Background: an optimization exercise with open tools, aiming at small area. Do not read the settings as production practice. Function was checked by simulation only, so behaviour that the tests miss may differ from the original. Power and IR drop assume default switching activity.

`flow/design.v`:
```
`timescale 1ns / 1ps
	module clock_divider( input CLK, input [15:0] IN, input RST, output OUT_CLK, output TICK);
		reg [15:0] Counter;
		reg OUT;
		always @(posedge CLK)
			begin
				if (RST)
					begin
						OUT<= 0;
						Counter<=0;
					end
				else
					begin
						Counter<= Counter+1;
						if ( Counter == IN) 
						begin
							Counter<=0;
							OUT<=~ OUT;
						end
					end
			end
		assign OUT_CLK = OUT;
		assign TICK = (Counter == IN) & ~OUT;
	endmodule
`timescale 1ns / 1ps
module transmiter( input CLK, input RST, input [7:0] DATA, output TX, output flag); 
	reg [3:0] Count;	
	wire [15:0] IN = 16'd199; 
	reg TX_register;
	reg k;
	wire Div_CLK;
	wire Div_TICK;
	clock_divider CD1( CLK, IN, RST, Div_CLK, Div_TICK);
	always @(posedge CLK)
		begin
			if (RST)
				begin
					Count<=0;
					TX_register<=1;
					k<=0;
				end
			else if (Div_TICK)
				begin
					case (Count)
						4'b0000 : begin TX_register <= 0;Count<= Count +4'b0001;k<=1; end
						4'b0001 : begin TX_register <= DATA[0];Count<= Count +4'b0001;k<=0; end
						4'b0010 : begin TX_register <= DATA[1];Count<= Count +4'b0001;k<=0; end
						4'b0011 : begin TX_register <= DATA[2];Count<= Count +4'b0001;k<=0; end
						4'b0100 : begin TX_register <= DATA[3];Count<= Count +4'b0001;k<=0; end
						4'b0101 : begin TX_register <= DATA[4];Count<= Count +4'b0001;k<=0; end
						4'b0110 : begin TX_register <= DATA[5];Count<= Count +4'b0001;k<=0; end
						4'b0111 : begin TX_register <= DATA[6];Count<= Count +4'b0001;k<=0; end
						4'b1000 : begin TX_register <= DATA[7];Count<= Count +4'b0001;k<=0; end
						4'b1001 : begin TX_register <= 1;Count <= 0;k<=0;  end
						default : ;
					endcase
				end
		end
		assign TX = TX_register;
		assign flag=k;	
endmodule
`timescale 1ns / 1ps
module UART_Receiver #(parameter g_CLKS_PER_BIT = 400) (
    input        i_Clk,
    input        i_Rst,
    input        i_RX_Serial,
    output       o_RX_DV,
    output [7:0] o_RX_Byte
    );
  localparam [2:0] s_Idle         = 3'd0,
                   s_RX_Start_Bit = 3'd1,
                   s_RX_Data_Bits = 3'd2,
                   s_RX_Stop_Bit  = 3'd3,
                   s_Cleanup      = 3'd4;
  reg [2:0] r_SM_Main;
  reg       r_RX_Data_R;
  reg       r_RX_Data;
  reg [8:0] r_Clk_Count;
  reg [2:0] r_Bit_Index;
  reg [7:0] r_RX_Byte;
  reg       r_RX_DV;
  always @(posedge i_Clk) begin
    if (i_Rst) begin
      r_RX_Data_R <= 1'b0;
      r_RX_Data   <= 1'b0;
    end else begin
      r_RX_Data_R <= i_RX_Serial;
      r_RX_Data   <= r_RX_Data_R;
    end
  end
  always @(posedge i_Clk) begin
    if (i_Rst) begin
      r_SM_Main   <= s_Idle;
      r_Clk_Count <= 0;
      r_Bit_Index <= 0;
      r_RX_Byte   <= 8'b0;
      r_RX_DV     <= 1'b0;
    end else begin
      case (r_SM_Main)
        s_Idle: begin
          r_RX_DV     <= 1'b0;
          r_Clk_Count <= 0;
          r_Bit_Index <= 0;
          if (r_RX_Data == 1'b0)
            r_SM_Main <= s_RX_Start_Bit;
          else
            r_SM_Main <= s_Idle;
        end
        s_RX_Start_Bit: begin
          if (r_Clk_Count == (g_CLKS_PER_BIT-1)/2) begin
            if (r_RX_Data == 1'b0) begin
              r_Clk_Count <= 0;
              r_SM_Main   <= s_RX_Data_Bits;
            end else
              r_SM_Main   <= s_Idle;
          end else begin
            r_Clk_Count <= r_Clk_Count + 1'b1;
            r_SM_Main   <= s_RX_Start_Bit;
          end
        end
        s_RX_Data_Bits: begin
          if (r_Clk_Count < g_CLKS_PER_BIT-1) begin
            r_Clk_Count <= r_Clk_Count + 1'b1;
            r_SM_Main   <= s_RX_Data_Bits;
          end else begin
            r_Clk_Count            <= 0;
            r_RX_Byte[r_Bit_Index] <= r_RX_Data;
            if (r_Bit_Index < 7) begin
              r_Bit_Index <= r_Bit_Index + 1'b1;
              r_SM_Main   <= s_RX_Data_Bits;
            end else begin
              r_Bit_Index <= 0;
              r_SM_Main   <= s_RX_Stop_Bit;
            end
          end
        end
        s_RX_Stop_Bit: begin
          if (r_Clk_Count < g_CLKS_PER_BIT-1) begin
            r_Clk_Count <= r_Clk_Count + 1'b1;
            r_SM_Main   <= s_RX_Stop_Bit;
          end else begin
            r_RX_DV     <= 1'b1;
            r_Clk_Count <= 0;
            r_SM_Main   <= s_Cleanup;
          end
        end
        s_Cleanup: begin
          r_SM_Main <= s_Idle;
          r_RX_DV   <= 1'b0;
        end
        default: r_SM_Main <= s_Idle;
      endcase
    end
  end
  assign o_RX_DV   = r_RX_DV;
  assign o_RX_Byte = r_RX_Byte;
endmodule
`timescale 1ns / 1ps
module speed4motor( serial, received, clk, rst, rst_n, Motor1, Motor2, Motor3, Motor4 );
input clk;
input rst;
input rst_n;
input received;
input wire [7 : 0] serial;
output  [7 : 0] Motor1 ;
output  [7 : 0] Motor2 ;
output  [7 : 0] Motor3 ;
output  [7 : 0] Motor4 ;
reg  [7 : 0] motor1 ;
reg  [7 : 0] motor2 ;
reg  [7 : 0] motor3 ;
reg  [7 : 0] motor4 ;
reg [1 : 0] count;
always @ (posedge clk)
	begin
	if (rst)	begin
		motor1 <= 0;
		motor2 <= 0;
		motor3 <= 0;
		motor4 <= 0;
		count <= 0;
		end
	else if (!rst_n)	begin
		motor1 <= 0;
		motor2 <= 0;
		motor3 <= 0;
		motor4 <= 0;
		end
	else	if(received)	begin
			count <= count + 1 ;
			case (count)
				2'b00 : motor1 <= serial ;
				2'b01 : motor2 <= serial ;
				2'b10 : motor3 <= serial ;
				2'b11 : motor4 <= serial ;
			endcase
			end
	end
assign Motor1 = motor1;
assign Motor2 = motor2;
assign Motor3 = motor3;
assign Motor4 = motor4;
endmodule 
`timescale 1ns / 1ps
module txbuffer( Serial, received, clk, rst, rst_n, motor1, motor2, motor3, motor4
    );
input clk;
input rst;
input rst_n;
input received;
reg    [7 : 0] serial;
output  [7 : 0] Serial;
input wire [7 : 0] motor1 ;
input wire [7 : 0] motor2 ;
input wire [7 : 0] motor3 ;
input wire [7 : 0] motor4 ;
reg [1 : 0] count;
always @ (posedge clk)
	begin
	if (rst)	begin
		serial <=0;
		count <= 0;
		end
	else if (!rst_n)	begin
		serial <=0;
		end
	else	if(received)	begin
			case (count)
				2'b00 : serial <= motor1 ;
				2'b01 : serial <= motor2 ;
				2'b10 : serial <= motor3 ;
				2'b11 : serial <= motor4 ;
			endcase
			count <= count + 1 ;
			end
	end
assign Serial=serial;
endmodule
`timescale 1ns / 1ps
module decoder(clk, rst, quadA, quadB, reset, total);
input clk, rst, quadA, quadB, reset;
output [7:0]total;
reg [7:0] count;
reg [7:0] total;
reg [2:0] quadA_delayed, quadB_delayed;
always @(posedge clk)
	if (rst) quadA_delayed <= 3'b0;
	else quadA_delayed <= {quadA_delayed[1:0], quadA};
always @(posedge clk)
	if (rst) quadB_delayed <= 3'b0;
	else quadB_delayed <= {quadB_delayed[1:0], quadB};
wire count_enable = quadA_delayed[1] ^ quadA_delayed[2] ^ quadB_delayed[1] ^ quadB_delayed[2];
	 reg [17:0] ticker ;
	 wire click1 ;
	 wire click2 ;
always @ (posedge clk)
	begin
	 if(rst || !reset)
		ticker <= 0;
	 else if(ticker == 55609) 								 
		ticker <= 0;
	 else 
		ticker <= ticker + 1;
	end
assign click1 = ((ticker == 55608)||(ticker == 55609) ? 1'b1 : 1'b0);  
assign click2 = ((ticker == 0) ? 1'b1 : 1'b0 ) ; 	  
always @ (posedge clk)
	begin
	 if(rst || !reset)	total <= 0 ;
	 else if(click1)	total <= count ;
	end
always @ (posedge clk)
	if(rst || !reset)	count <= 0;
	else if(click2)	count <= 8'b0 ;
	else
begin
  if(count_enable)
  begin
	 count <= count+1;
  end
end
endmodule
`timescale 1ns / 1ps
module pid(Pwm, enc, set_val, clk, rst, rst_n);
	parameter N = 8;
	output [N-1 : 0] Pwm; 
	input [N-1 : 0] enc; 
	input [N-1 : 0] set_val;
	input clk;
	input rst;
	input rst_n;
	reg [N-1 : 0] pwm; 
	localparam signed [N-1 : 0] k1 = 17 ;				 
	localparam signed [N-1 : 0] k2 = 14 ;				 
	localparam signed [N-1 : 0] k3 = 0  ;				 
	reg signed [N-1 : 0] error;
	integer pwm_mid;
	integer pwm_old ;
	integer e_prev1, e_prev2;
	integer actual ;
	integer pid_sum ;
	integer target ;
always @ (posedge clk)
	begin
	 if (rst)
		begin
			target <= 0;
			actual <= 0;
		end
	 else
		begin
	 if(set_val[N-1])
		begin
			target[31 : N-1] <= {(33 - N){1'b1}};
			target[N-2 : 0] <= set_val[N-2 : 0];
		end
	 else
		begin
			target[31 : N-1] <= {(33 - N){1'b0}};
			target[N-2 : 0] <= set_val[N-2 : 0];
		end
	 if(enc[N-1])
		begin
			actual[31 : N-1] <= {(33 - N){1'b1}};
			actual[N-2 : 0] <= enc[N-2 : 0];
		end
	 else
		begin
			actual[31 : N-1] <= {(33 - N){1'b0}};
			actual[N-2 : 0] <= enc[N-2 : 0];
		end
		end
	end
reg [17:0] ticker ;
wire click ;
always @ (posedge clk)
	begin
	 if(rst || !rst_n)	ticker <= 0;
	 else if(ticker == 55609) 								 
		ticker <= 0;
	 else 
		ticker <= ticker + 1;
	end
assign click = ((ticker == 55608)||(ticker == 55609) ? 1'b1 : 1'b0);  
	localparam integer PID_MAX = 8191;
	localparam integer PID_MIN = -8192;
	always @(*) pid_sum = pwm_old + k1*error - k2*e_prev1 + k3*e_prev2;		 
	always @ (posedge clk)
	begin
		if (rst)
		 begin
			error <= 0;
			pwm_old <= 0;
			e_prev1 <= 0;
			e_prev2 <= 0;
			pwm_mid <= 0;
			pwm <= 0;
		 end
		else
		 begin
		error <= target - actual ;
		if (!rst_n)
		 begin
			pwm_old <= 0;
			e_prev1 <= 0;
			e_prev2 <= 0; 
		 end
		else if (click)
		 begin
			e_prev2 <= e_prev1;
			e_prev1 <= error;
			pwm_old <= pwm_mid;
			if (pid_sum > PID_MAX) pwm_mid <= PID_MAX;
			else if (pid_sum < PID_MIN) pwm_mid <= PID_MIN;
			else pwm_mid <= pid_sum;
			if(pwm_mid[31])	pwm <= 0;
			else if(pwm_mid > 127) pwm <= 127;
			else pwm[N-1 : 0] <= pwm_mid[N-1 : 0] ;
		 end
		 end
	end
	assign Pwm = pwm;
endmodule 
`timescale 1ns / 1ps
module zerobit( insignal,outsignal
    );
	 input [7:0]insignal;
	 output  [7:0]outsignal;
assign outsignal={1'b0, insignal[6:0]};
endmodule
`timescale 1ns / 1ps
module directionbit(insignal1,insignal2,pwmout  );
input  [7:0]insignal1;
input  [7:0]insignal2;
output  [7:0]pwmout;
assign pwmout = {insignal1[7], insignal2[6:0]};
endmodule
`timescale 1ns / 1ps
module pwm(en1,clk,ce,rst,lo,cl, out1,dir);
    input      en1,clk,ce,rst,cl;
	 input [7:0]lo;
	 output out1;
	 output dir;
	 reg [7:0] tmp;
	 reg [7:0] tmp_next;
	 wire [6:0]log = lo[6:0];
	 reg k;	
	 always @(*) begin
		  if(tmp==7'b1111111)
          tmp_next = 8'b00000000;
        else
	       tmp_next = tmp + 1'b1;
	 end
		  always@(posedge clk )begin
		  if (rst) begin
		   tmp <= 8'b00000000;
		   k <= 1'b0;
		  end
		  else if (ce)
		  if(en1)
		  if(~cl)
		  begin
		   tmp <= tmp_next;
			 if(tmp_next<log)
			  k<=1;
			 else k<=0;
		end
		end
	assign out1 = k;
   assign dir=lo[7];
 endmodule
`timescale 1ns / 1ps
module clock(inc, rst, outc, tick);
input inc;
input rst;
output outc;
output tick;
reg [7:0] k;
reg m;
always @(posedge inc)
begin
if (rst) begin
k <= 8'b00000000;
m <= 1'b1;
end
else begin
if (k == 8'b10000000)
m <= ~m;
if (k == 8'b11111111)
k <= 8'b00000000;
else
k <= k + 1'b1;
end
end
assign outc = m;
assign tick = (k == 8'b10000000) & ~m;
endmodule
`timescale 1ns / 1ps
module gatedriver(pwm,a,b,c,h,d);
input [2:0]h;
input pwm;
input d;
output [1:0]a;
output [1:0]b;
output [1:0]c;
reg [1:0]k;
reg [1:0]l;
reg [1:0]m;
wire e=h[0];
wire f=h[1];
wire g=h[2];
always@(*) begin
if(pwm) begin
k[0]=((~d&~f)|(e&f)|(d&~e));
k[1]=((~d&e&~f)|(d&~e&f));
l[0]=((~d&~g)|(f&g)|(d&~f));
l[1]=((~d&f&~g)|(d&~f&g));
m[0]=((~d&~e)|(e&g)|(d&~g));
m[1]=((~d&~e&g)|(d&e&~g));
end
else begin
k=2'b01;
l=2'b01;
m=2'b01;
end
end
assign a=k;
assign b=l;
assign c=m;
endmodule
`timescale 1ns / 1ps
module motormodule(clk, rst, en, setvalue, qa, qb, hall, phase_a, phase_b, phase_c, encoder);
input clk;
input rst;
input en;
input [7:0] setvalue;
input qa, qb;
input [2:0] hall;
output [1:0] phase_a;
output [1:0] phase_b;
output [1:0] phase_c;
output [7:0] encoder;
wire [7:0] setmag;
wire [7:0] pid_pwm;
wire [7:0] duty;
wire pwm_tick;
wire pwm_clk;
wire pwm_out;
wire dir;
pid XLXI_1 (.Pwm(pid_pwm), .enc(encoder), .set_val(setmag), .clk(clk), .rst(rst), .rst_n(en));
zerobit XLXI_2 (.insignal(setvalue), .outsignal(setmag));
directionbit XLXI_3 (.insignal1(setvalue), .insignal2(pid_pwm), .pwmout(duty));
pwm XLXI_4 (.en1(en), .clk(clk), .ce(pwm_tick), .rst(rst), .lo(duty), .cl(1'b0), .out1(pwm_out), .dir(dir));
clock XLXI_5 (.inc(clk), .rst(rst), .outc(pwm_clk), .tick(pwm_tick));
gatedriver XLXI_6 (.pwm(pwm_out), .d(dir), .h(hall), .a(phase_a), .b(phase_b), .c(phase_c));
decoder XLXI_7 (.clk(clk), .rst(rst), .quadA(qa), .quadB(qb), .reset(en), .total(encoder));
endmodule
`timescale 1ns / 1ps
module motorpackage(
    input        inc,
    input        rst,
    input        en,
    input        rxin,
    input        q1a, q1b, q2a, q2b, q3a, q3b, q4a, q4b,
    input  [2:0] hall1, hall2, hall3, hall4, hall5,
    output [1:0] a1, b1, c1,
    output [1:0] a2, b2, c2,
    output [1:0] a3, b3, c3,
    output [1:0] a4, b4, c4,
    output [1:0] a5, b5, c5,
    output       tx
    );
wire       rx_dv;
wire [7:0] rx_byte;
wire [7:0] set1, set2, set3, set4;
wire [7:0] enc1, enc2, enc3, enc4;
wire [7:0] tx_data;
wire       tx_flag;
UART_Receiver XLXI_5 (.i_Clk(inc), .i_Rst(rst), .i_RX_Serial(rxin), .o_RX_DV(rx_dv), .o_RX_Byte(rx_byte));
speed4motor XLXI_6 (.serial(rx_byte), .received(rx_dv), .clk(inc), .rst(rst), .rst_n(en),
                    .Motor1(set1), .Motor2(set2), .Motor3(set3), .Motor4(set4));
txbuffer XLXI_11 (.Serial(tx_data), .received(tx_flag), .clk(inc), .rst(rst), .rst_n(en),
                  .motor1(enc1), .motor2(enc2), .motor3(enc3), .motor4(enc4));
transmiter XLXI_13 (.CLK(inc), .RST(rst), .DATA(tx_data), .TX(tx), .flag(tx_flag));
motormodule XLXI_14 (.setvalue(set4), .clk(inc), .rst(rst), .qa(q4a), .qb(q4b), .en(en), .hall(hall4),
                     .phase_a(a4), .phase_b(b4), .phase_c(c4), .encoder(enc4));
motormodule XLXI_15 (.setvalue(set3), .clk(inc), .rst(rst), .qa(q3a), .qb(q3b), .en(en), .hall(hall3),
                     .phase_a(a3), .phase_b(b3), .phase_c(c3), .encoder(enc3));
motormodule XLXI_17 (.setvalue(set2), .clk(inc), .rst(rst), .qa(q2a), .qb(q2b), .en(en), .hall(hall2),
                     .phase_a(a2), .phase_b(b2), .phase_c(c2), .encoder(enc2));
motormodule XLXI_18 (.setvalue(set1), .clk(inc), .rst(rst), .qa(q1a), .qb(q1b), .en(en), .hall(hall1),
                     .phase_a(a1), .phase_b(b1), .phase_c(c1), .encoder(enc1));
gatedriver XLXI_20 (.pwm(1'b1), .d(1'b1), .h(hall5), .a(a5), .b(b5), .c(c5));
endmodule
```
`flow/run.sh`:
```
#!/bin/bash
# synth_recipe.tcl (not shown) runs the flow's synth.tcl, then flattens the netlist and writes it again
# the make line also repeats each setting of config.mk as NAME=value (left out here)
make -C /OpenROAD-flow-scripts/flow DESIGN_CONFIG=/design/flow/config.mk WORK_HOME=/design/flow/orfs CLKGATE_MAP_FILE= SYNTH_SCRIPT=/design/flow/synth_recipe.tcl finish
```
`flow/config.mk`:
```
export PLATFORM = sky130hd
export DESIGN_NAME = motorpackage
export DESIGN_NICKNAME = motorpackage
export VERILOG_FILES = /design/flow/design.v
export SDC_FILE = /design/flow/constraint.sdc
export NUM_CORES = 4
export LEC_CHECK = 0
export CAP_MARGIN = 20
export CORE_MARGIN = 2
export CORE_UTILIZATION = 40
export SLEW_MARGIN = 20
```
`flow/constraint.sdc`:
```
create_clock -name core_clock -period 10.0 [get_ports {inc}]
set_input_delay 2.0000 -clock core_clock [delete_from_list [all_inputs] [get_ports {inc}]]
set_output_delay 2.0000 -clock core_clock [all_outputs]
set_load 0.01 [all_outputs]
```
==> summary.txt <==
[registers in the layout, indices dropped and copies added, names as in the netlist, 32 cells and up]
| name | cells |
|---|---|
| XLXI_14.XLXI_1.pwm_mid | 32 |
| XLXI_14.XLXI_1.pwm_old | 32 |
| XLXI_18.XLXI_1.pwm_old | 32 |
| XLXI_15.XLXI_1.pwm_old | 32 |
| XLXI_15.XLXI_1.pwm_mid | 32 |
| XLXI_17.XLXI_1.pwm_mid | 32 |
| XLXI_18.XLXI_1.pwm_mid | 32 |
| XLXI_17.XLXI_1.pwm_old | 32 |
[cell type report]
class	instances	area (sq um)	share of cell area (%)
Multi-Input combinational cell	4547	32200	56.7
Sequential cell	805	16100	28.3
Clock buffer	126	2620	4.61
Inverter	659	2470	4.35
Tap cell	1662	2080	3.65
Timing Repair Buffer	82	783	1.38
Clock inverter	41	587	1.03
Antenna cell	3	7.51	0.0132
[cells by family after synthesis]
kind of cell	share of synthesized area [%]
AND/OR/NAND/NOR	19.9
AO/OA/AOI/OAI	13.0
buffers and inverters	6.42
flip-flops	31.2
adder cells (fa/ha/maj)	21.1
XOR/XNOR	7.01
multiplexers	1.24
[per-layer routing]
| layer | vias to the layer above | track usage [%] | part of all wire (%) | wire length [um] |
|---|---|---|---|---|
| li1 | 20800 | - | - | - |
| met1 | 18800 | 24.0 | 49 | 56600 |
| met2 | 653 | 28.5 | 45 | 51200 |
| met3 | 144 | 2.11 | 3.8 | 4340 |
| met4 | 0 | 4.47 | 1.9 | 2170 |
| met5 | - | 0 | 0 | 0 |
[metrics by stage]
step,std cells,hold slack [ns],power (mW),utilization (%),setup slack (ns)
after floorplan,6231,0.413,3.39,-,1.76
after global placement,7755,0.417,3.44,42.0,1.12
after detailed placement,7755,0.422,3.44,42.0,0.965
after CTS,7922,0.433,7.00,44.5,0.931
after global routing,7922,0.456,7.15,44.5,0.226
final,7925,0.433,6.89,44.5,0.886
[report_power, final]
group | switching, mW | internal (mW) | total (mW)
sequential | 0.0126 | 3.22 | 3.23
clock | 1.42 | 2.11 | 3.53
combinational | 0.0927 | 0.0404 | 0.133
total | 1.52 | 5.37 | 6.89
[final timing paths]
kind,startpoint,end,slack [ns],cells after the start
setup / recovery,XLXI_17.XLXI_1.e_prev1[1]$_SDFFE_PP0N_,XLXI_17.XLXI_1.pwm_mid[25]$_SDFFE_PP0P_,0.89,34
hold / removal,XLXI_17.XLXI_7.quadB_delayed[0]$_SDFF_PP0_,XLXI_17.XLXI_7.quadB_delayed[1]$_SDFF_PP0_,0.43,1
setup reg to reg,XLXI_17.XLXI_1.e_prev1[1]$_SDFFE_PP0N_,XLXI_17.XLXI_1.pwm_mid[25]$_SDFFE_PP0P_,0.89,34
hold reg to reg,XLXI_17.XLXI_7.quadB_delayed[0]$_SDFF_PP0_,XLXI_17.XLXI_7.quadB_delayed[1]$_SDFF_PP0_,0.43,1
[layout by cell type (no fill, tap or decap), types with 17 or more instances in the layout]
master           netlist  routed
ha_1                 583     583
clkdlybuf4s50_1        0      55
nor3_1               109     109
nor2_1               591     590
inv_1                659     658
fa_1                 180     180
a211oi_1              46      46
o21a_1                77      77
xor2_1               216     216
o21ai_0              218     218
xnor2_1              197     197
mux2i_1               54      54
clkbuf_16              0      93
nor4b_1               18      18
nand4_1               80      80
or2_2                 39      39
a31oi_1               18      18
nor2b_1              128     126
nand2_1              749     748
a21oi_1              486     484
nand3_1              173     173
clkbuf_8               0      17
buf_4                  1      23
dfxtp_1              805     805
nor4_1                58      58
a21o_1                75      75
or3_1                 32      32
and2_1                31      31
nand2b_1              42      42
clkinv_2               0      17
o211ai_1              21      21
o21bai_1              23      23
and3_1                53      53
and4_1                20      20
==> impl_metrics.env <==
export IMPL_p_leak_nw=24.2
export IMPL_layout_drive_gt1_share_pct=4.14
export IMPL_ctsResizeCount=0
export IMPL_ys_seq_elements=805
export IMPL_grt_max_degree=178
export IMPL_yosys_area_top_type="dfxtp_1"
export IMPL_crit_top_cell="ha_1"
export IMPL_cts_buffers=92
export IMPL_crit_slowest_cell="or4b_2"
export IMPL_start_util_pct=40.4
export IMPL_fin_area_sq_mm=0.0569
export IMPL_viasPerCell=5.10
export IMPL_grt_usage_pct=17.3
export IMPL_fmax_mhz=110
export IMPL_dr_pass1_iters=7
export IMPL_path_delay_family="compound AO/OA/AOI/OAI gates"
export IMPL_cts_setup_buffers=0
export IMPL_synthTopCellsByArea="dfxtp_1 31%, ha_1 14%, fa_1 7.0%"
export IMPL_crit_type="flip-flop to flip-flop"
export IMPL_grt_pass1_vias=39300
export IMPL_h_tree_depth=3
export IMPL_cts_reportedPaths_clkPinSlew_ns=0.06
export IMPL_hold_violations=0
export IMPL_finalWorstPathRequiredPeriod_ns=9.11
export IMPL_worstPathMaxFanout=17
export IMPL_antenna_found_initial=0
export IMPL_globalRouteOverflowTotal=0
export IMPL_yosys_top_cells_count="805 x dfxtp_1, 749 x nand2_1, 659 x inv_1, 591 x nor2_1, 583 x ha_1"
export IMPL_outcome="no timing/DRC/antenna violations"
export IMPL_cellPowerDensity_mw_per_mm2=121
export IMPL_wl_per_cell_um=14.4
export IMPL_yosys_warnings=10
export IMPL_postCtsHoldBufs=0
export IMPL_dieArea_sq_mm=0.132
export IMPL_setup_violations_final=0
export IMPL_postRouteAntennaNets=0
export IMPL_core_area_sq_mm=0.128
export IMPL_clock_path_buffers=3
export IMPL_area_growth_pct=10.3
export IMPL_cp_arrival_ns=9.66
export IMPL_slowest_delay_ns=0.66
export IMPL_drt_total_wl_um=114000
export IMPL_cts_tree="done"
export IMPL_drt_iter0_drc=2223
export IMPL_clock_skew_ns=0.0353
export IMPL_hpwlAfterDp_um=83300
export IMPL_synth_edf_count=0
export IMPL_die_h_um=363
export IMPL_worstPathRequired_ns=10.54
export IMPL_cap_violations=0
export IMPL_ys_flop_type="dfxtp_1"
export IMPL_hold_class="flip-flop to flip-flop"
export IMPL_synth_async_sr_flop_share_pct=0
export IMPL_synth_seq_area_share_pct=31.2
export IMPL_cts_sinks=805
export IMPL_setup_tns_ns=0
export IMPL_nets=6977
export IMPL_crit_buf_inv=4
export IMPL_io_buffer_count=57
export IMPL_drc=0
export IMPL_grt_first_pass_wirelength_um=194000
export IMPL_dieWidth_um=363
export IMPL_fill_cells=12700
export IMPL_clockRootBuffer="clkbuf_16"
export IMPL_crit_path_end_kind="flip-flop"
export IMPL_placementRows=131
export IMPL_clkLatencyLatePin_ns=0.68
export IMPL_netlist_area_sq_mm=0.0516
export IMPL_syn_num_nets=7021
export IMPL_worstMarginPinSlew_ns=1.04
export IMPL_ys_types=86
export IMPL_synth_top_area_share_pct=31.2
export IMPL_gp_congestion=0.889
export IMPL_relSlewSlack_pct=30.2
export IMPL_vias=40500
export IMPL_final_period_utilization_pct=91.1
export IMPL_syn_inst=6231
export IMPL_rsz0062_at_grt="false"
export IMPL_synth_most_common_cell="dfxtp_1"
export IMPL_place_area_sq_mm=0.0537
export IMPL_critPathLaunchType="flip-flop"
export IMPL_slew_viol_final=0
export IMPL_ir_drop_mv=0.170
export IMPL_ios=58
export IMPL_avgSynthCellArea_sq_um=8.28

[re-timing with driven ports]
In the flow no input, the clock included, has a driving cell. The finished layout below was timed again as built, in two steps. Step 1 sets driving cells, clkbuf_16 on the clock port and buf_2 on the other inputs (assumed; they add their load-dependent delay and slew). Step 2 moves the port delays by t, midway between the first and last clock arrival at a register: inputs arrive t later, outputs are due t later. That takes back most of the time a late clock gives input paths. Slacks: ideal / step 1 / step 2; pairs: ideal / step 1.
shift t [ns]: 0.741
setup slack, ns: 0.886 / 0.886 / 0.886
hold slack, ns: 0.433 / 0.433 / 0.433
cell pins on the clock port's net: 1
After both steps this run still meets setup and hold. The setup slack of this run moves by 0.000 ns with the drivers and by 0.000 ns with both steps.
